Background: an optimization exercise with open tools, aiming at small area and a short achievable clock period. Do not read the settings as production practice. At most, simulation tests tie the RTL to the original design; equivalence was not proved. No functional check of the RTL was part of runs 2 to 4. No activity file was given, so power comes from the tool's default toggle rates.

$ cat standard.sh
#!/bin/bash
# synth_recipe.tcl (not shown) runs the flow's synth.tcl, then flattens the netlist and writes it again
# the make line also repeats each setting of config.mk as NAME=value (left out here)
make -C /OpenROAD-flow-scripts/flow DESIGN_CONFIG=/design/flow/config.mk WORK_HOME=/design/flow/orfs CLKGATE_MAP_FILE= SYNTH_SCRIPT=/design/flow/synth_recipe.tcl "${@:-finish}"
$ cat constraint.sdc
create_clock -name core_clock -period 28.0 [get_ports {clk}]
set_input_delay 5.6000 -clock core_clock [delete_from_list [all_inputs] [get_ports {clk}]]
set_output_delay 5.6000 -clock core_clock [all_outputs]
set_load 0.01 [all_outputs]
$ cat config.mk
export PLATFORM = sky130hd
export DESIGN_NAME = cpu_top
export DESIGN_NICKNAME = cpu_top
export VERILOG_FILES = /design/flow/design.v
export SDC_FILE = /design/flow/constraint.sdc
export NUM_CORES = 4
export LEC_CHECK = 0
export CAP_MARGIN = 30
export CORE_MARGIN = 2
export CORE_UTILIZATION = 60
export CTS_CLUSTER_DIAMETER = 60
export CTS_CLUSTER_SIZE = 30
export PLACE_DENSITY = 0.7
export SLEW_MARGIN = 20
export SYNTH_HIERARCHICAL = 1
$ cat flow/run.sh
#!/bin/bash
# Standard ORFS layout, with repair_timing asked to leave 21 ns of setup slack
# at the design's period (the SDC is unchanged).
set -o pipefail
bash standard.sh SETUP_SLACK_MARGIN=21 finish > orfs_flow.log 2>&1
$ cat design.v
module cpu_top(
    input wire clk,
    input wire rst,
    output wire [63:0] imem_addr,
    input wire [31:0] imem_rdata,
    output wire [63:0] dmem_addr,
    output wire [63:0] dmem_wdata,
    output wire dmem_re,
    output wire dmem_we,
    input wire [63:0] dmem_rdata
);
    integer i, l;
    genvar gi;
    reg [63:0] pc;
    reg        id_valid;
    reg [31:0] id_ins;
    reg [31:1] id_oh1, id_oh2;      
    reg [63:0] ex_a, ex_b;
    reg [6:0]  ex_immhi;
    reg [4:0]  ex_immlo;
    reg        ex_alusrc;
    reg        ex_fa_mem, ex_fa_wb, ex_fb_mem, ex_fb_wb;
    reg        ex_sub, ex_sel_add, ex_sel_slt, ex_sel_sltu;
    reg        ex_sel_xor, ex_sel_or, ex_sel_and;
    reg        ex_sel_sh, ex_sh_left, ex_sh_arith;
    reg        ex_mr, ex_mw, ex_rw;
    reg [4:0]  ex_rd;
    reg [63:0] mem_alu, mem_wd;
    reg        mem_mr, mem_mw, mem_rw;
    reg [4:0]  mem_rd;
    reg [63:0] wb_data;
    reg        wb_rw;
    reg [4:0]  wb_rd;
    wire [6:0] opc = id_ins[6:0];
    wire [2:0] f3  = id_ins[14:12];
    wire [6:0] f7  = id_ins[31:25];
    wire [4:0] rs1 = id_ins[19:15];
    wire [4:0] rs2 = id_ins[24:20];
    wire [4:0] rd  = id_ins[11:7];
    wire is_r  = id_valid & (opc == 7'b0110011);
    wire is_i  = id_valid & (opc == 7'b0010011);
    wire is_ld = id_valid & (opc == 7'b0000011);
    wire is_st = id_valid & (opc == 7'b0100011);
    wire is_br = id_valid & (opc == 7'b1100011);
    wire d_rw  = is_r | is_i | is_ld;
    wire f7_zero = (f7 == 7'b0000000);
    wire f7_alt  = (f7 == 7'b0100000);
    wire d_add  = (f3 == 3'b000) & f7_zero;
    wire d_sub  = (f3 == 3'b000) & f7_alt;
    wire d_sll  = (f3 == 3'b001) & f7_zero;
    wire d_slt  = (f3 == 3'b010) & f7_zero;
    wire d_sltu = (f3 == 3'b011) & f7_zero;
    wire d_xor  = (f3 == 3'b100) & f7_zero;
    wire d_srl  = (f3 == 3'b101) & f7_zero;
    wire d_sra  = (f3 == 3'b101) & f7_alt;
    wire d_or   = (f3 == 3'b110) & f7_zero;
    wire d_and  = (f3 == 3'b111) & f7_zero;
    reg  [31:1] rf_valid;
    wire [63:0] rf_q [1:31];
    wire [31:1] sel1, sel2;
    generate
        for (gi = 1; gi < 32; gi = gi + 1) begin : rf
            reg [63:0] q;
            wire we = wb_rw & (wb_rd == gi);
            always @(posedge clk) begin
                if (we) q <= wb_data;
                if (rst) rf_valid[gi] <= 1'b0;
                else if (we) rf_valid[gi] <= 1'b1;
            end
            assign rf_q[gi] = q;
            assign sel1[gi] = rf_valid[gi] & id_oh1[gi];
            assign sel2[gi] = rf_valid[gi] & id_oh2[gi];
        end
    endgenerate
    wire [63:0] rv1, rv2;
    generate
        for (gi = 0; gi < 64; gi = gi + 1) begin : rdp
            wire [10:0] t1, t2;
            genvar k;
            for (k = 0; k < 10; k = k + 1) begin : g
                rf_aoi3 u1 (.a(rf_q[3*k+1][gi]), .b(rf_q[3*k+2][gi]), .c(rf_q[3*k+3][gi]),
                            .sa(sel1[3*k+1]), .sb(sel1[3*k+2]), .sc(sel1[3*k+3]), .y(t1[k]));
                rf_aoi3 u2 (.a(rf_q[3*k+1][gi]), .b(rf_q[3*k+2][gi]), .c(rf_q[3*k+3][gi]),
                            .sa(sel2[3*k+1]), .sb(sel2[3*k+2]), .sc(sel2[3*k+3]), .y(t2[k]));
            end
            assign t1[10] = ~(rf_q[31][gi] & sel1[31]);
            assign t2[10] = ~(rf_q[31][gi] & sel2[31]);
            assign rv1[gi] = ~&t1;
            assign rv2[gi] = ~&t2;
        end
    endgenerate
    wire ex_rd_nz = (ex_rd != 5'b0);
    wire hit1 = ex_rd_nz & (ex_rd == rs1);
    wire hit2 = ex_rd_nz & (ex_rd == rs2);
    wire stall = id_valid & (hit1 | hit2) & (ex_mr | is_br);
    wire eq = (rv1 == rv2);
    wire taken = is_br & (f3[2:1] == 2'b00) & (eq ^ f3[0]);
    wire [11:0] v12 = {id_ins[31], id_ins[7], id_ins[30:25], id_ins[11:8]};
    wire [12:0] w13 = {v12[11], v12} - 13'd4;
    wire        ws  = w13[12];
    wire [13:0] tlo = {1'b0, pc[12:0]} + {1'b0, w13};
    wire        tc  = tlo[13];
    reg [63:13] pinc, pdec;
    always @(*) begin
        pinc = 51'b0;
        pdec = 51'b0;
        for (i = 13; i < 64; i = i + 1) begin
            pinc[i] = 1'b1;
            pdec[i] = 1'b1;
            for (l = 13; l < i; l = l + 1) begin
                pinc[i] = pinc[i] & pc[l];
                pdec[i] = pdec[i] & ~pc[l];
            end
        end
    end
    wire        lo_all = &pc[12:2];
    wire [10:0] inc_lo = pc[12:2] + 11'd1;
    wire        t_inc = tc & ~ws;
    wire        t_dec = ~tc & ws;
    wire [63:0] tgt, pc4;
    assign tgt[12:0] = tlo[12:0];
    assign pc4[12:0] = {inc_lo, pc[1:0]};
    generate
        for (gi = 13; gi < 64; gi = gi + 1) begin : npc
            if (gi == 63)
                assign tgt[gi] = pc[gi] ^ ((pinc[gi] & t_inc) | (pdec[gi] & t_dec)) ^ id_ins[31];
            else
                assign tgt[gi] = pc[gi] ^ ((pinc[gi] & t_inc) | (pdec[gi] & t_dec));
            assign pc4[gi] = pc[gi] ^ (pinc[gi] & lo_all);
        end
    endgenerate
    wire [63:0] next_pc = taken ? tgt : pc4;
    always @(posedge clk) begin
        if (rst) pc <= 64'b0;
        else if (!stall) pc <= next_pc;
        if (rst | taken) id_valid <= 1'b0;
        else if (!stall) id_valid <= 1'b1;
        if (!stall) begin
            id_ins <= imem_rdata;
            for (i = 1; i < 32; i = i + 1) begin
                id_oh1[i] <= (imem_rdata[19:15] == i);
                id_oh2[i] <= (imem_rdata[24:20] == i);
            end
        end
    end
    wire flush = rst | stall | taken;
    always @(posedge clk) begin
        ex_a <= rv1;
        ex_b <= rv2;
        ex_immhi <= id_ins[31:25];
        ex_immlo <= is_st ? id_ins[11:7] : id_ins[24:20];
        ex_alusrc <= is_i | is_ld | is_st;
        ex_fa_mem <= ex_rw & ex_rd_nz & (ex_rd == rs1);
        ex_fb_mem <= ex_rw & ex_rd_nz & (ex_rd == rs2);
        ex_fa_wb  <= mem_rw & (mem_rd != 5'b0) & (mem_rd == rs1) & (ex_rd != rs1);
        ex_fb_wb  <= mem_rw & (mem_rd != 5'b0) & (mem_rd == rs2) & (ex_rd != rs2);
        ex_sub      <= d_sub | d_slt;
        ex_sel_add  <= d_add | d_sub;
        ex_sel_slt  <= d_slt;
        ex_sel_sltu <= d_sltu;
        ex_sel_xor  <= d_xor;
        ex_sel_or   <= d_or;
        ex_sel_and  <= d_and;
        ex_sel_sh   <= d_sll | d_srl | d_sra;
        ex_sh_left  <= d_sll;
        ex_sh_arith <= d_sra;
        if (flush) begin
            ex_mr <= 1'b0;
            ex_mw <= 1'b0;
            ex_rw <= 1'b0;
            ex_rd <= 5'b0;
        end else begin
            ex_mr <= is_ld;
            ex_mw <= is_st;
            ex_rw <= d_rw;
            ex_rd <= id_valid ? rd : 5'b0;
        end
    end
    wire [63:0] opa = ex_fa_mem ? mem_alu : (ex_fa_wb ? wb_data : ex_a);
    wire [63:0] opbf = ex_fb_mem ? mem_alu : (ex_fb_wb ? wb_data : ex_b);
    wire [63:0] imm = {{52{ex_immhi[6]}}, ex_immhi, ex_immlo};
    wire [63:0] opb = ex_alusrc ? imm : opbf;
    wire [63:0] bx = opb ^ {64{ex_sub}};
    wire [63:0] pp = opa ^ bx;
    wire [63:0] gg = opa & bx;
    reg  [63:0] G, P;
    always @(*) begin
        G = gg;
        P = pp;
        G[0] = gg[0] | (pp[0] & ex_sub);
        for (l = 0; l < 6; l = l + 1)
            for (i = 0; i < 64; i = i + 1)
                if (((i + 1) % (2 << l)) == 0) begin
                    G[i] = G[i] | (P[i] & G[i - (1 << l)]);
                    P[i] = P[i] & P[i - (1 << l)];
                end
        for (l = 4; l >= 0; l = l - 1)
            for (i = 0; i < 64; i = i + 1)
                if ((i >= (3 << l) - 1) && (((i + 1 - (1 << l)) % (2 << l)) == 0)) begin
                    G[i] = G[i] | (P[i] & G[i - (1 << l)]);
                    P[i] = P[i] & P[i - (1 << l)];
                end
    end
    wire [63:0] sum = pp ^ {G[62:0], ex_sub};
    wire slt  = (opa[63] & ~opb[63]) | (~(opa[63] ^ opb[63]) & ~G[63]);
    wire sltu = ~opa[0] & opb[0];
    reg [63:0] sh_in, sh_t, sh_out;
    wire sh_fill = ex_sh_arith & opa[63];
    always @(*) begin
        for (i = 0; i < 64; i = i + 1)
            sh_in[i] = ex_sh_left ? opa[63 - i] : opa[i];
        sh_t = sh_in;
        for (l = 0; l < 6; l = l + 1)
            if (opb[l])
                for (i = 0; i < 64; i = i + 1)
                    sh_t[i] = (i + (1 << l) < 64) ? sh_t[i + (1 << l)] : sh_fill;
        if (|opb[63:6]) sh_t = {64{sh_fill}};
        for (i = 0; i < 64; i = i + 1)
            sh_out[i] = ex_sh_left ? sh_t[63 - i] : sh_t[i];
    end
    wire [63:0] alu_res =
          ({64{ex_sel_add}} & sum)
        | ({64{ex_sel_sh}}  & sh_out)
        | ({64{ex_sel_xor}} & pp)
        | ({64{ex_sel_and}} & gg)
        | ({64{ex_sel_or}}  & (pp | gg))
        | {63'b0, (ex_sel_slt & slt) | (ex_sel_sltu & sltu)};
    always @(posedge clk) begin
        mem_alu <= alu_res;
        mem_wd  <= opbf;
        mem_rd  <= ex_rd;
        if (rst) begin
            mem_mr <= 1'b0;
            mem_mw <= 1'b0;
            mem_rw <= 1'b0;
        end else begin
            mem_mr <= ex_mr;
            mem_mw <= ex_mw;
            mem_rw <= ex_rw;
        end
        wb_data <= mem_mr ? dmem_rdata : mem_alu;
        wb_rd   <= mem_rd;
        if (rst) wb_rw <= 1'b0;
        else wb_rw <= mem_rw;
    end
    assign imem_addr  = pc;
    assign dmem_addr  = mem_alu;
    assign dmem_wdata = mem_wd;
    assign dmem_re    = mem_mr;
    assign dmem_we    = mem_mw;
endmodule
module rf_aoi3(input wire a, input wire b, input wire c,
               input wire sa, input wire sb, input wire sc, output wire y);
    assign y = ~((a & sa) | (b & sb) | (c & sc));
endmodule
==> impl_metrics.env, run 1 <==
export IMPL_setup_ws_ns=20.88
export IMPL_drive_gt1_frac=0.184
export IMPL_wl_met2_mm=203
export IMPL_synth_common_cells="edfxtp_1, a222oi_1, dfxtp_1"
export IMPL_die_y_um=437
export IMPL_ys_seq_area_frac=0.637
export IMPL_vias=94200
export IMPL_period_needed_ns=7.12
export IMPL_netlist_area_mm2=0.113
export IMPL_routed_wl_met3_mm=91.9
export IMPL_start_util=0.606
export IMPL_drv_cap=0
export IMPL_fin_skew_ns=0.0930
export IMPL_rsz0062_at_grt="yes"
export IMPL_cts_root_buf="clkbuf_16"
export IMPL_gr_usage_all_layers=0.513
export IMPL_synth_edff_count=2078
export IMPL_top_layer_used="met5"
export IMPL_dp_cells=10700
export IMPL_fmax_ghz=0.141
export IMPL_synth_top_area_cell="edfxtp_1"
export IMPL_place_area_mm2=0.121
export IMPL_synth_ff_type="edfxtp_1"
export IMPL_core_area_mm2=0.186
export IMPL_hold_violations=0
export IMPL_final_cells=11200
export IMPL_die_area_mm2=0.191
export IMPL_slew_viol_final=0
export IMPL_ys_warn_count=7
export IMPL_fin_util=0.688
export IMPL_r2r_cells=16
export IMPL_nFillCells=13000
export IMPL_slowest_delay_ns=0.36
export IMPL_hp_class="flop to flop"
export IMPL_path_clk_slew_ns=0.10
export IMPL_wl_met1_mm=158
export IMPL_nets=8776
export IMPL_grt_pass1_vias=88000
export IMPL_cp_start_kind="flop"
export IMPL_critical_path_depth=2
export IMPL_drt_first_pass_iters=23
export IMPL_cp_cell_sequence="buf_12 -> buf_6"
export IMPL_powerDensity_mw_per_mm2=52.8
export IMPL_synth_most_common_cell="edfxtp_1"
export IMPL_grt_first_pass_wirelength_mm=682
export IMPL_cp_end_kind="primary output"
export IMPL_hpwl_mm=320
export IMPL_die_x_um=437
export IMPL_ctsLongestPathBuffers=3
export IMPL_wl_per_cell_um=45.2
export IMPL_synth_cell_types=88
export IMPL_htreeDepth=4
export IMPL_crit_type="flop to primary output"
export IMPL_path_max_fanout=6
export IMPL_cp_required_ns=22.40
export IMPL_numPortBuffers=291
export IMPL_ant_nets=0
export IMPL_cp_top_family="flip-flops"
export IMPL_gp_congestion=1.05
export IMPL_area_growth_pct=13.6
export IMPL_syn_area_per_cell_um2=14.3
export IMPL_irDropWorstVdd_v=0.0000721
export IMPL_syn_instance_count=7852
export IMPL_dp_slack_ns=20.12
export IMPL_rows=158
export IMPL_ys_async_sr_fraction=0
export IMPL_drtIter0Drc=27700
export IMPL_finalCritPeriodShare=0.254
export IMPL_antenna_found_initial=49
export IMPL_cts_tree="done"
export IMPL_power_leakage_nw=49.4
export IMPL_finalSetupViolCount=0
export IMPL_drcViolationCount=0
export IMPL_path_buf_inv=2
export IMPL_cts_hold_buf=0
export IMPL_tns_ns=0
export IMPL_grt_overflow=0
export IMPL_synth_top_area_share=0.554
export IMPL_worstPathArrival_ns=1.52
export IMPL_io_pin_count=292
export IMPL_cts_made_buffers=153
export IMPL_relSlewSlack=0.205
export IMPL_synth_area_leaders="edfxtp_1, a222oi_1, dfxtp_1, mux2_2, mux2i_1"
export IMPL_worst_pin_slew_ns=1.19
export IMPL_clkLatencyLatePin_ns=0.93
export IMPL_fin_area_mm2=0.128
export IMPL_grt_max_degree=101
export IMPL_cts_num_sinks=2543
export IMPL_holdPathStages=0
export IMPL_wl_mm=505
export IMPL_synth_seq_cells=2543
export IMPL_status="timing/DRC/antenna clean"
export IMPL_cp_slowest_cell="dfxtp_2"
export IMPL_via_per_inst=8.44
[power by group]
group / switching (mW) / total (mW) / internal, mW
Combinational: 0.0470 / 0.0801 / 0.0330
Sequential: 0.00826 / 4.03 / 4.02
Clock: 1.47 / 2.64 / 1.16
Total: 1.53 / 6.75 / 5.22
[Yosys stat by module, one instance, submodules excluded]
module,area [µm²],copies in the design
cpu_top,99700,1
rf_aoi3,10.0,1280
[layer usage]
metal	track usage	vias up
met5	0.0194	-
met4	0.413	32
met3	0.229	2539
met2	0.698	10600
met1	0.629	45600
li1	-	35400
[flip-flops by register name, summed over array words and instances, names as in the netlist, 31 cells and up]
register / cells
rf_valid: 31
ex_a: 64
mem_alu: 64
id_ins: 32
id_oh1: 31
id_oh2: 31
ex_b: 64
rf.q: 1984
pc: 64
mem_wd: 64
wb_data: 64
[metrics by stage]
step	power, mW	hold WS (ns)
after CTS	6.72	0.418
after global placement	4.20	0.408
after global routing	6.85	0.435
final	6.75	0.419
after detailed placement	4.20	0.409
after floorplan	4.17	0.346
[cells in the final DEF (no fill, tap or decap), types with 150 or more instances in the layout]
cell type  synthesis  final
a21oi_1          150    150
a222oi_1        1280   1280
buf_4              0    400
clkbuf_16          0    156
dfxtp_1          465    308
edfxtp_1        2078   2078
inv_1            222    221
mux2_2           255    255
mux2i_1          222    217
nand2_1          464    462
nand4_1          295    295
nor2_1           391    359
o21ai_0          167    164
[cells by family after synthesis]
logic type / Yosys count / synth area share
adder cells (fa/ha/maj): 179 / 0.0221
flip-flops: 2543 / 0.637
AND/OR/NAND/NOR: 1705 / 0.0753
AO/OA/AOI/OAI: 2184 / 0.174
buffers and inverters: 497 / 0.0168
multiplexers: 553 / 0.0603
XOR/XNOR: 191 / 0.0149
[layout make-up]
type,instances,area (µm²),share of cell area
tap,2480,3100,0.0243
inverter,227,858,0.00671
timing repair buffer,762,6460,0.0506
antenna,53,133,0.00104
clock buffer,164,3960,0.0310
clock inverter,124,1610,0.0126
sequential,2543,72200,0.565
multi-input combinational,4812,39500,0.309
[timing repair]
item / CTS / global route
resized for setup: 1113 / 23
buffers inserted: 121 / 5
pin swaps: 0 / 3
endpoints found under the setup margin: 234 / 54
[worst paths after layout]
check,from,endpoint,slack (ns)
setup / recovery,mem_alu[26],dmem_addr[26],20.88
hold reg to reg,mem_rd[4],wb_rd[4],0.42
hold / removal,mem_rd[4],wb_rd[4],0.42
setup reg to reg,rf_valid[16],pc[26],20.90
==> inputs of run 2 (changes only) <==
--- a/design.v
+++ b/design.v
@@ -74,16 +74,17 @@
     endgenerate
     wire [63:0] rv1, rv2;
+    wire [32:0] sel1x = {1'b0, sel1, 1'b0};
+    wire [32:0] sel2x = {1'b0, sel2, 1'b0};
     generate
         for (gi = 0; gi < 64; gi = gi + 1) begin : rdp
             wire [10:0] t1, t2;
             genvar k;
-            for (k = 0; k < 10; k = k + 1) begin : g
-                rf_aoi3 u1 (.a(rf_q[3*k+1][gi]), .b(rf_q[3*k+2][gi]), .c(rf_q[3*k+3][gi]),
-                            .sa(sel1[3*k+1]), .sb(sel1[3*k+2]), .sc(sel1[3*k+3]), .y(t1[k]));
-                rf_aoi3 u2 (.a(rf_q[3*k+1][gi]), .b(rf_q[3*k+2][gi]), .c(rf_q[3*k+3][gi]),
-                            .sa(sel2[3*k+1]), .sb(sel2[3*k+2]), .sc(sel2[3*k+3]), .y(t2[k]));
-            end
-            assign t1[10] = ~(rf_q[31][gi] & sel1[31]);
-            assign t2[10] = ~(rf_q[31][gi] & sel2[31]);
+            for (k = 0; k < 11; k = k + 1) begin : g
+                wire qa = (k == 0) ? 1'b0 : rf_q[(k == 0) ? 1 : 3*k][gi];
+                wire qb = rf_q[3*k+1][gi];
+                wire qc = (k == 10) ? 1'b0 : rf_q[(k == 10) ? 1 : 3*k+2][gi];
+                rf_aoi3 u1 (.a(qa), .b(qb), .c(qc), .sa(sel1x[3*k]), .sb(sel1x[3*k+1]), .sc(sel1x[3*k+2]), .y(t1[k]));
+                rf_aoi3 u2 (.a(qa), .b(qb), .c(qc), .sa(sel2x[3*k]), .sb(sel2x[3*k+1]), .sc(sel2x[3*k+2]), .y(t2[k]));
+            end
             assign rv1[gi] = ~&t1;
             assign rv2[gi] = ~&t2;
@@ -116,19 +117,17 @@
     wire        lo_all = &pc[12:2];
     wire [10:0] inc_lo = pc[12:2] + 11'd1;
-    wire        t_inc = tc & ~ws;
-    wire        t_dec = ~tc & ws;
-    wire [63:0] tgt, pc4;
-    assign tgt[12:0] = tlo[12:0];
-    assign pc4[12:0] = {inc_lo, pc[1:0]};
+    wire        g_inc  = taken ? (tc & ~ws) : lo_all;
+    wire        g_dec  = taken & ~tc & ws;
+    wire [63:0] next_pc;
+    assign next_pc[12:0] = taken ? tlo[12:0] : {inc_lo, pc[1:0]};
     generate
         for (gi = 13; gi < 64; gi = gi + 1) begin : npc
             if (gi == 63)
-                assign tgt[gi] = pc[gi] ^ ((pinc[gi] & t_inc) | (pdec[gi] & t_dec)) ^ id_ins[31];
+                assign next_pc[gi] = pc[gi] ^ ((pinc[gi] & g_inc) | (pdec[gi] & g_dec))
+                                     ^ (taken & id_ins[31]);
             else
-                assign tgt[gi] = pc[gi] ^ ((pinc[gi] & t_inc) | (pdec[gi] & t_dec));
-            assign pc4[gi] = pc[gi] ^ (pinc[gi] & lo_all);
+                assign next_pc[gi] = pc[gi] ^ ((pinc[gi] & g_inc) | (pdec[gi] & g_dec));
         end
     endgenerate
-    wire [63:0] next_pc = taken ? tgt : pc4;
     always @(posedge clk) begin
         if (rst) pc <= 64'b0;
@@ -203,5 +202,5 @@
     end
     wire [63:0] sum = pp ^ {G[62:0], ex_sub};
-    wire slt  = (opa[63] & ~opb[63]) | (~(opa[63] ^ opb[63]) & ~G[63]);
+    wire slt  = (opa[63] & ~opb[63]) | (~(opa[63] ^ opb[63]) & sum[63]);
     wire sltu = ~opa[0] & opb[0];
     reg [63:0] sh_in, sh_t, sh_out;
==> run.sh (new file) <==
#!/bin/bash
# synth_recipe.tcl (not shown) runs the flow's synth.tcl, then flattens the netlist and writes it again
# the make line also repeats each setting of config.mk as NAME=value (left out here)
make -C /OpenROAD-flow-scripts/flow DESIGN_CONFIG=/design/flow/config.mk WORK_HOME=/design/flow/orfs CLKGATE_MAP_FILE= SYNTH_SCRIPT=/design/flow/synth_recipe.tcl finish
--- a/config.mk
+++ b/config.mk
@@ -8,8 +8,6 @@
 export CAP_MARGIN = 30
 export CORE_MARGIN = 2
-export CORE_UTILIZATION = 60
-export CTS_CLUSTER_DIAMETER = 60
-export CTS_CLUSTER_SIZE = 30
-export PLACE_DENSITY = 0.7
+export CORE_UTILIZATION = 30
+export PLACE_DENSITY = 0.45
 export SLEW_MARGIN = 20
 export SYNTH_HIERARCHICAL = 1
removed: flow/run.sh
removed: standard.sh
==> run 2 against run 1 <==
Sequential share of layout area down 2.7 points. Final cell count up 25%. Combinational power rose to 7.2 times the previous value. Synthesized area down 1.6%. Design area up 4.5%.
==> impl_metrics.env, run 2 <==
export IMPL_drt_first_pass_iters=14
export IMPL_area_growth_pct=20.6
export IMPL_ant_nets=0
export IMPL_nets=9148
export IMPL_cts_setup_buffers=0
export IMPL_synthAdderAreaFrac=0.0222
export IMPL_hpwl_mm=361
export IMPL_syn_area_per_cell_um2=14.5
export IMPL_slew_viol_final=0
export IMPL_hold_violations=0
export IMPL_worstPathArrival_ns=9.01
export IMPL_yosys_area_share_xor_xnor=0.0172
export IMPL_cp_required_ns=28.81
export IMPL_htreeDepth=5
export IMPL_synth_ff_type="edfxtp_1"
export IMPL_ys_seq_area_frac=0.648
export IMPL_ys_warn_count=7
export IMPL_cp_start_kind="flop"
export IMPL_place_area_mm2=0.124
export IMPL_rsz0062_at_grt="no"
export IMPL_rows=223
export IMPL_gp_congestion=0.957
export IMPL_fmax_ghz=0.122
export IMPL_holdPathStages=0
export IMPL_cts_tree="done"
export IMPL_hp_class="flop to flop"
export IMPL_irDropWorstVdd_v=0.0000413
export IMPL_nFillCells=35400
export IMPL_synth_common_cells="edfxtp_1, a222oi_1, dfxtp_1"
export IMPL_fin_area_mm2=0.134
export IMPL_antenna_found_initial=51
export IMPL_ctsLongestPathBuffers=4
export IMPL_grt_overflow=0
export IMPL_grt_max_degree=77
export IMPL_crit_type="flop to flop"
export IMPL_numPortBuffers=291
export IMPL_synth_area_leaders="edfxtp_1, a222oi_1, dfxtp_1, mux2i_1, nand4_1"
export IMPL_postCtsResizedCells=0
export IMPL_yosys_area_share_simple=0.0741
export IMPL_drcViolationCount=0
export IMPL_period_needed_ns=8.20
export IMPL_wl_mm=565
export IMPL_cts_root_buf="clkbuf_16"
export IMPL_drtIter0Drc=22100
export IMPL_fin_skew_ns=0.0669
export IMPL_wl_per_cell_um=40.4
export IMPL_path_clk_slew_ns=0.06
export IMPL_power_leakage_nw=49.1
export IMPL_cp_end_kind="flop"
export IMPL_synth_most_common_cell="edfxtp_1"
export IMPL_r2r_cells=26
export IMPL_die_area_mm2=0.374
export IMPL_multiInputGateArea_mm2=0.0396
export IMPL_start_util=0.301
export IMPL_die_y_um=612
export IMPL_status="timing/DRC/antenna clean"
export IMPL_synth_edff_count=2078
export IMPL_largest_register="rf.q"
export IMPL_register_area_mm2=0.0718
export IMPL_synth_top_family_by_area="compound AO/OA/AOI/OAI gates"
export IMPL_die_x_um=612
export IMPL_synth_cell_types=84
export IMPL_synth_compound_area_frac=0.171
export IMPL_drv_cap=0
export IMPL_powerDensity_mw_per_mm2=63.7
export IMPL_gr_usage_all_layers=0.289
export IMPL_grt_first_pass_wirelength_mm=745
export IMPL_ys_async_sr_fraction=0
export IMPL_synth_top_area_share=0.564
export IMPL_clkLatencyLatePin_ns=0.94
export IMPL_largest_register_ffs=1984
export IMPL_cts_num_sinks=2543
export IMPL_layout_common_cells="edfxtp_1, a222oi_1, conb_1"
export IMPL_cts_hold_buf=0
export IMPL_io_pin_count=292
export IMPL_path_max_fanout=35
export IMPL_muxShareOfSynthArea=0.0518
export IMPL_vias=90500
export IMPL_netlist_area_mm2=0.111
export IMPL_relSlewSlack=0.184
export IMPL_via_per_inst=6.47
export IMPL_grt_pass1_vias=85800
export IMPL_syn_instance_count=7641
export IMPL_core_area_mm2=0.368
export IMPL_cts_made_buffers=297
export IMPL_synth_seq_cells=2543
export IMPL_synth_top_area_cell="edfxtp_1"
export IMPL_final_common_cell="edfxtp_1"
export IMPL_tns_ns=0
export IMPL_drive_gt1_frac=0.123
export IMPL_finalCritPeriodShare=0.293
export IMPL_worst_pin_slew_ns=1.22
export IMPL_finalSetupViolCount=0
run 2: cell count changes after synthesis, sizes merged, moves of 29 or more:
cell	previous run	this run
mux2	257	119
nor2b	46	17
clkbuf	201	151
and2	121	72
or3	29	153
mux2i	222	285
a222oi	1280	1408
nand3	81	177
nand2	464	310
a2111o	126	0
run 2: cell type report:
class / count / area share
Inverter: 232 / 0.00654
Tap cell: 4837 / 0.0453
Sequential cell: 2543 / 0.537
Timing Repair Buffer: 651 / 0.0431
Multi-Input combinational cell: 5148 / 0.297
Clock buffer: 414 / 0.0625
Clock inverter: 119 / 0.00774
Antenna cell: 40 / 0.000750
run 2: path summary, 6_finish.rpt:
path                end  slack, ns       from
max          mem_alu[0]      19.80   ex_fb_wb
min            wb_rd[1]       0.40  mem_rd[1]
max reg2reg  mem_alu[0]      19.80   ex_fb_wb
min reg2reg    wb_rd[1]       0.40  mem_rd[1]
run 2: logic make-up after synthesis:
family / count (synthesis)
AND/OR/NAND/NOR: 1620
buffers and inverters: 461
flip-flops: 2543
AO/OA/AOI/OAI: 2150
adder cells (fa/ha/maj): 177
multiplexers: 472
XOR/XNOR: 217
other: 1
run 2: layer usage:
metal,global-route usage,up-vias,wire (µm)
met5,0.000904,-,70
met4,0.168,10,36000
met3,0.0718,1320,66700
met2,0.438,7028,248000
met1,0.375,46500,214000
li1,-,35600,-
run 2: per-stage QoR:
step / power (mW) / worst slack (ns) / hold WS (ns) / utilization / cells
floorplan: 4.47 / 21.40 / 0.378 / - / 8152
global placement: 4.74 / 19.68 / 0.403 / 0.336 / 13400
detailed placement: 4.74 / 19.88 / 0.400 / 0.337 / 13400
CTS: 8.54 / 19.86 / 0.402 / 0.362 / 13900
global route: 8.71 / 19.34 / 0.418 / 0.363 / 14000
finish: 8.51 / 19.80 / 0.403 / 0.363 / 14000
run 2: Yosys stat by module (local to each module, per instance):
module / copies in the design / cells inside / cell area (µm²) / flip-flops and latches
cpu_top: 1 / 6233 / 96600 / 2543
rf_aoi3: 1408 / 1 / 10.0 / 0
run 2: where the power goes:
group,total (mW),switching (mW),internal (mW)
sequential,4.11,0.0273,4.08
combinational,0.574,0.378,0.196
clock,3.83,1.62,2.20
run 2: critical path: stages, from the launching register on:
cell      delay (ns)
dfxtp_4         0.73
buf_4           0.59
mux2i_1         0.28
nor2_1          0.07
a21oi_1         0.36
o21a_2          0.18
buf_4           0.44
xnor2_1         0.22
inv_1           0.12
ha_1            0.33
a211oi_1        0.36
o21ai_0         0.26
a21oi_1         0.49
o221ai_1        0.22
a21o_1          0.24
and3_1          0.19
o211ai_1        0.29
o31ai_1         0.20
o311a_1         0.41
o41ai_1         0.46
o21a_1          0.30
o21ai_0         0.15
fa_1            0.45
xor2_1          0.17
a21o_1          0.19
a221oi_1        0.25
o21ai_0         0.12
==> inputs of run 3 (changes only) <==
==> flow/run.sh (new file) <==
#!/bin/bash
# Standard ORFS layout, with repair_timing asked to leave 20 ns of setup slack
# at the design's period (the SDC is unchanged).
set -o pipefail
bash standard.sh SETUP_SLACK_MARGIN=20 finish > orfs_flow.log 2>&1
==> standard.sh (new file) <==
#!/bin/bash
# synth_recipe.tcl (not shown) runs the flow's synth.tcl, then flattens the netlist and writes it again
# the make line also repeats each setting of config.mk as NAME=value (left out here)
make -C /OpenROAD-flow-scripts/flow DESIGN_CONFIG=/design/flow/config.mk WORK_HOME=/design/flow/orfs CLKGATE_MAP_FILE= SYNTH_SCRIPT=/design/flow/synth_recipe.tcl "${@:-finish}"
removed: run.sh
==> run 3 against run 2 <==
Still clean. Sequential share of layout area hardly changed. Synthesized area stayed put. Core utilization hardly changed. Fmax is 2.5% higher. Count of clock-buffer cells in the layout stayed put. Critical endpoint is now dmem_addr[0]. Highest routed layer unchanged.
==> impl_metrics.env, run 3 <==
export IMPL_die_x_um=612
export IMPL_tns_ns=0
export IMPL_synth_common_cells="edfxtp_1, a222oi_1, dfxtp_1"
export IMPL_htreeDepth=5
export IMPL_cts_made_buffers=297
export IMPL_wl_mm=566
export IMPL_finalSetupViolCount=0
export IMPL_final_common_cell="edfxtp_1"
export IMPL_ctsLongestPathBuffers=4
export IMPL_synth_cell_types=84
export IMPL_core_area_mm2=0.368
export IMPL_wl_per_cell_um=40.4
export IMPL_cp_required_ns=22.40
export IMPL_relSlewSlack=0.163
export IMPL_synth_area_leaders="edfxtp_1, a222oi_1, dfxtp_1, mux2i_1, nand4_1"
export IMPL_nets=9150
export IMPL_cp_cell_sequence="clkdlybuf4s50_1"
export IMPL_switching_power_mw=2.03
export IMPL_path_clk_slew_ns=0.06
export IMPL_drive_gt1_frac=0.124
export IMPL_fin_skew_ns=0.0672
export IMPL_grt_pass1_vias=85800
export IMPL_hp_class="flop to flop"
export IMPL_dp_slack_ns=19.88
export IMPL_largest_register="rf.q"
export IMPL_cts_tree="done"
export IMPL_nFillCells=35400
export IMPL_synth_edff_count=2078
export IMPL_drv_cap=0
export IMPL_cp_top_family="buffers and inverters"
export IMPL_register_area_mm2=0.0718
export IMPL_hpwl_mm=361
export IMPL_place_area_mm2=0.124
export IMPL_multiInputGateArea_mm2=0.0396
export IMPL_clockPowerShare=0.450
export IMPL_cts_num_sinks=2543
export IMPL_use_met2=0.438
export IMPL_intPower_mw=6.48
export IMPL_area_growth_pct=20.7
export IMPL_grt_first_pass_wirelength_mm=745
export IMPL_cts_hold_buf=0
export IMPL_hold_violations=0
export IMPL_fin_area_mm2=0.134
export IMPL_ys_warn_count=7
export IMPL_via_per_inst=6.46
export IMPL_synth_most_common_cell="edfxtp_1"
export IMPL_slew_viol_final=0
export IMPL_path_max_fanout=4
export IMPL_power_leakage_nw=49.1
export IMPL_grt_max_degree=77
export IMPL_netlist_area_mm2=0.111
export IMPL_p_seq_frac=0.483
export IMPL_dp_cells=13400
export IMPL_setup_ws_ns=20.00
export IMPL_rows=223
export IMPL_cp_slowest_cell="clkdlybuf4s50_1"
export IMPL_drt_first_pass_iters=14
export IMPL_start_util=0.301
export IMPL_ant_nets=0
export IMPL_switching_share=0.239
export IMPL_cts_root_buf="clkbuf_16"
export IMPL_gr_usage_all_layers=0.289
export IMPL_use_met3=0.0718
export IMPL_status="timing/DRC/antenna clean"
export IMPL_synth_ff_type="edfxtp_1"
export IMPL_grt_overflow=0
export IMPL_largest_register_ffs=1984
export IMPL_synth_seq_cells=2543
export IMPL_syn_area_per_cell_um2=14.5
export IMPL_total_power_mw=8.51
export IMPL_io_pin_count=292
export IMPL_numPortBuffers=291
export IMPL_ys_seq_area_frac=0.648
export IMPL_grtUsageMet1=0.375
export IMPL_fin_util=0.363
export IMPL_die_area_mm2=0.374
export IMPL_fmax_ghz=0.125
export IMPL_comb_power_share=0.067
export IMPL_finalCritPeriodShare=0.286
export IMPL_grt_busiest_layer="met2"
export IMPL_powerDensity_mw_per_mm2=63.7
export IMPL_ys_async_sr_fraction=0
export IMPL_irDropWorstVdd_v=0.0000416
export IMPL_rsz0062_at_grt="no"
export IMPL_gp_congestion=0.957
export IMPL_worst_pin_slew_ns=1.25
export IMPL_holdWs_ns=0.404
export IMPL_crit_type="flop to primary output"
export IMPL_cp_end_kind="primary output"
export IMPL_syn_instance_count=7641
export IMPL_antenna_found_initial=51
export IMPL_vias=90400
export IMPL_drtIter0Drc=22000
export IMPL_die_y_um=612
export IMPL_worstPathArrival_ns=2.40
export IMPL_layout_common_cells="edfxtp_1, a222oi_1, conb_1"
export IMPL_period_needed_ns=8.00
export IMPL_slowest_delay_ns=0.77
export IMPL_synth_top_area_share=0.564
export IMPL_clkLatencyLatePin_ns=0.94
export IMPL_drcViolationCount=0
export IMPL_cp_start_kind="flop"
export IMPL_final_cells=14000
export IMPL_synth_top_area_cell="edfxtp_1"
export IMPL_path_buf_inv=1
-- run 3: logic make-up after synthesis --
| family | count (synthesis) | share of synthesized area |
|---|---|---|
| flops | 2543 | 0.648 |
| compound gates | 2150 | 0.171 |
| simple gates | 1620 | 0.0741 |
| mux | 472 | 0.0518 |
| buf+inv | 461 | 0.0165 |
| xor+xnor | 217 | 0.0172 |
| fa+ha+maj | 177 | 0.0222 |
| other cells | 1 | 0.0000339 |
-- run 3: final timing paths --
kind | start | endpoint | slack (ns) | cells after the start
worst min-delay path | mem_rd[1] | wb_rd[1] | 0.40 | 0
worst min register to register | mem_rd[1] | wb_rd[1] | 0.40 | 0
worst max-delay path | mem_alu[0] | dmem_addr[0] | 20.00 | 1
worst max register to register | ex_fb_wb | mem_alu[0] | 20.41 | 26
-- run 3: per-module statistics from Yosys, one instance, submodules excluded --
module	cells	area [µm²]	times used	flops+latches
cpu_top	6233	96600	1	2543
rf_aoi3	1	10.0	1408	0
-- run 3: timing repair --
item,4_1_cts,5_1_grt
setup buffers,0,2
gates resized for setup,9,3
setup endpoints to repair,10,3
-- run 3: area by class of cell --
| type | count | area share |
|---|---|---|
| antenna | 42 | 0.000787 |
| clock buffer | 414 | 0.0625 |
| clock inverter | 119 | 0.00773 |
| inverter | 232 | 0.00654 |
| multi-input combinational | 5148 | 0.297 |
| sequential | 2543 | 0.537 |
| tap | 4837 | 0.0453 |
| timing repair buffer | 653 | 0.0435 |
-- run 3: power groups by stage --
stage	Sequential [mW]	Combinational (mW)	Clock [mW]
detailed placement	4.19	0.557	0
CTS	4.11	0.559	3.87
global route	4.11	0.601	4.00
floorplan	4.18	0.290	0
finish	4.11	0.574	3.83
global placement	4.19	0.555	0
-- run 3: layer usage --
layer  vias to the layer above  part of all wire
met5                         -           0.00023
met1                     46400              0.38
met3                      1368              0.12
li1                      35600                 -
met4                        16             0.065
met2                      7017              0.44
==> inputs of run 4 (changes only) <==
==> flow/run.sh (replaced) <==
#!/bin/bash
# Standard ORFS layout, with repair_timing asked to leave 21 ns of setup slack
# at the design's period (the SDC is unchanged).
set -o pipefail
bash standard.sh SETUP_SLACK_MARGIN=21 finish > orfs_flow.log 2>&1
--- a/config.mk
+++ b/config.mk
@@ -8,6 +8,6 @@
 export CAP_MARGIN = 30
 export CORE_MARGIN = 2
-export CORE_UTILIZATION = 30
-export PLACE_DENSITY = 0.45
+export CORE_UTILIZATION = 50
+export PLACE_DENSITY = 0.6
 export SLEW_MARGIN = 20
 export SYNTH_HIERARCHICAL = 1
==> run 4 against run 3 <==
Synthesized cell count is the same. Highest routed layer unchanged. Still clean on timing, DRC and antenna. First-iteration DRC count grew 22%. Critical path depth is the same. Critical path type unchanged. Largest power group unchanged. Largest cell class unchanged.
==> impl_metrics.env, run 4 <==
export IMPL_irDropWorstVdd_v=0.0000728
export IMPL_synth_top_family_by_area="compound AO/OA/AOI/OAI gates"
export IMPL_die_x_um=475
export IMPL_yosys_area_share_simple=0.0741
export IMPL_cp_end_kind="primary output"
export IMPL_hold_violations=0
export IMPL_drive_gt1_frac=0.175
export IMPL_ctsLongestPathBuffers=4
export IMPL_cts_hold_buf=0
export IMPL_synth_compound_area_frac=0.171
export IMPL_synth_edff_count=2078
export IMPL_final_cells=12200
export IMPL_drtIter0Drc=26900
export IMPL_ys_warn_count=7
export IMPL_rsz0062_at_grt="yes"
export IMPL_grt_overflow=0
export IMPL_cp_top_family="flip-flops"
export IMPL_muxShareOfSynthArea=0.0518
export IMPL_synthAdderAreaFrac=0.0222
export IMPL_crit_reg2reg_launch="id_oh2[23]"
export IMPL_wl_per_cell_um=43.4
export IMPL_clkLatencyLatePin_ns=0.95
export IMPL_cts_num_sinks=2543
export IMPL_switching_share=0.231
export IMPL_cp_slowest_cell="dfxtp_4"
export IMPL_area_growth_pct=19.8
export IMPL_clockPowerShare=0.439
export IMPL_tns_ns=0
export IMPL_hp_class="flop to flop"
export IMPL_final_common_cell="edfxtp_1"
export IMPL_grt_max_degree=79
export IMPL_rows=172
export IMPL_slowest_delay_ns=0.54
export IMPL_worstPathArrival_ns=1.64
export IMPL_drv_cap=0
export IMPL_dp_slack_ns=20.18
export IMPL_critical_path_depth=1
export IMPL_ys_async_sr_fraction=0
export IMPL_p_seq_frac=0.494
export IMPL_cts_made_buffers=283
export IMPL_critPathLaunch="mem_alu[11]"
export IMPL_status="timing/DRC/antenna clean"
export IMPL_largest_register_ffs=1984
export IMPL_powerDensity_mw_per_mm2=62.6
export IMPL_syn_area_per_cell_um2=14.5
export IMPL_yosys_area_share_xor_xnor=0.0172
export IMPL_finalCritPeriodShare=0.258
export IMPL_synth_ff_type="edfxtp_1"
export IMPL_cp_start_kind="flop"
export IMPL_crit_type="flop to primary output"
export IMPL_antenna_found_initial=51
export IMPL_die_y_um=475
export IMPL_fin_skew_ns=0.0722
export IMPL_nets=9261
export IMPL_synth_most_common_cell="edfxtp_1"
export IMPL_start_util=0.503
export IMPL_gr_usage_all_layers=0.456
export IMPL_vias=93500
export IMPL_synth_top_area_cell="edfxtp_1"
export IMPL_cp_required_ns=22.40
export IMPL_via_per_inst=7.68
export IMPL_numPortBuffers=291
export IMPL_drt_first_pass_iters=17
export IMPL_grt_pass1_vias=88500
export IMPL_holdPathStages=0
export IMPL_synth_common_cells="edfxtp_1, a222oi_1, dfxtp_1"
export IMPL_synth_top_area_share=0.564
export IMPL_hpwl_mm=330
export IMPL_netlist_area_mm2=0.111
export IMPL_synth_cell_types=84
export IMPL_comb_power_share=0.067
export IMPL_setup_ws_ns=20.76
export IMPL_relSlewSlack=0.184
export IMPL_dp_cells=11500
export IMPL_gp_congestion=0.999
export IMPL_ys_seq_area_frac=0.648
export IMPL_ant_nets=0
export IMPL_holdWs_ns=0.402
export IMPL_synth_area_leaders="edfxtp_1, a222oi_1, dfxtp_1, mux2i_1, nand4_1"
export IMPL_wl_mm=528
export IMPL_drcViolationCount=0
export IMPL_worstHoldStart="mem_rd[3]"
export IMPL_synth_seq_cells=2543
export IMPL_power_leakage_nw=50.2
export IMPL_cts_tree="done"
export IMPL_largest_register="rf.q"
export IMPL_die_area_mm2=0.225
export IMPL_slew_viol_final=0
export IMPL_syn_instance_count=7641
export IMPL_path_buf_inv=1
export IMPL_cp_cell_sequence="buf_6"
export IMPL_switching_power_mw=1.92
export IMPL_cts_root_buf="clkbuf_16"
export IMPL_io_pin_count=292
export IMPL_htreeDepth=5
export IMPL_intPower_mw=6.39
export IMPL_path_clk_slew_ns=0.06
export IMPL_fmax_ghz=0.138
export IMPL_period_needed_ns=7.24
export IMPL_core_area_mm2=0.220
export IMPL_grt_first_pass_wirelength_mm=708
export IMPL_r2r_cells=17
export IMPL_worst_pin_slew_ns=1.22
export IMPL_finalSetupViolCount=0
export IMPL_layout_common_cells="edfxtp_1, a222oi_1, conb_1"
export IMPL_path_max_fanout=2
[run 4: kinds of logic after synthesis]
| kind of cell | Yosys count |
|---|---|
| AOI/OAI and AO/OA | 2150 |
| xor gates and xnor gates | 217 |
| adders and majority gates | 177 |
| buffers and inverters | 461 |
| DFF | 2543 |
| muxes | 472 |
| other | 1 |
| and+or+nand+nor | 1620 |
[run 4: path summary, 6_finish.rpt]
check	slack (ns)	endpoint
worst min register to register	0.40	wb_rd[3]
worst max register to register	20.91	pc[25]
worst min-delay path	0.40	wb_rd[3]
worst max-delay path	20.76	dmem_addr[11]
[run 4: Yosys stat by module (local to each module, per instance)]
module | area [µm²] | copies in the design
cpu_top | 96600 | 1
rf_aoi3 | 10.0 | 1408
[run 4: area by class of cell]
type,count,area [µm²]
Clock inverter,110,1060
Inverter,232,873
Antenna cell,33,82.6
Tap cell,2958,3700
Fill cell,17100,87200
Clock buffer,382,7820
Sequential cell,2543,72200
Timing Repair Buffer,778,7150
Multi-Input combinational cell,5148,39800
[run 4: power by group through the flow]
stage	logic (mW)	clock network, mW	registers, mW
finish	0.560	3.65	4.10
global route	0.582	3.80	4.10
CTS	0.526	3.65	4.10
detailed placement	0.520	0	4.19
global placement	0.512	0	4.19
floorplan	0.290	0	4.18
[run 4: metrics by stage]
| step | instance area (µm²) | power [mW] | util |
|---|---|---|---|
| after global placement | 121000 | 4.70 | 0.551 |
| after detailed placement | 122000 | 4.71 | 0.553 |
| after floorplan | 113000 | 4.47 | - |
| after CTS | 132000 | 8.27 | 0.601 |
| final | 133000 | 8.31 | 0.603 |
| after global routing | 133000 | 8.48 | 0.603 |
[run 4: what timing repair did]
action,4_1_cts,5_1_grt
pin swaps,0,5
endpoints found under the setup margin,227,174
buffers inserted,125,29
resized for setup,1288,29
[run 4: layer usage]
layer / vias to the layer above / routed length [µm] / global-route usage
met5: - / 416 / 0.00238
met4: 32 / 49000 / 0.342
met3: 2215 / 87700 / 0.172
met2: 9620 / 217000 / 0.642
met1: 45900 / 174000 / 0.569
li1: 35800 / - / -

-- what the ideal ports hide --
Ports are ideal in the flow. The routed layouts listed here were re-timed in OpenROAD. Step 1 assumes that a clkbuf_16 drives the clock port and a buf_2 every other input. Step 2 also shifts input and output timing later by t, the mid clock arrival at the registers, as if the neighbouring blocks saw the same clock. a / b / c = ideal ports / drivers / drivers and shift; a / b = the first two.
run	t, ns	setup WS [ns]	worst data-port slew with drivers (ns)	pins driven straight from the clock port
run 1	0.976	20.885 / 20.792 / 20.324	0.09	1
run 2	1.020	19.802 / 19.802 / 19.802	0.12	1
run 3	1.024	20.003 / 19.892 / 20.361	0.12	1
run 4	1.025	20.764 / 20.658 / 20.381	0.15	1
After both steps every run listed still meets setup and hold. The setup slack of run 1, which loses most, moves by -0.093 ns with the drivers and by -0.561 ns with both steps.
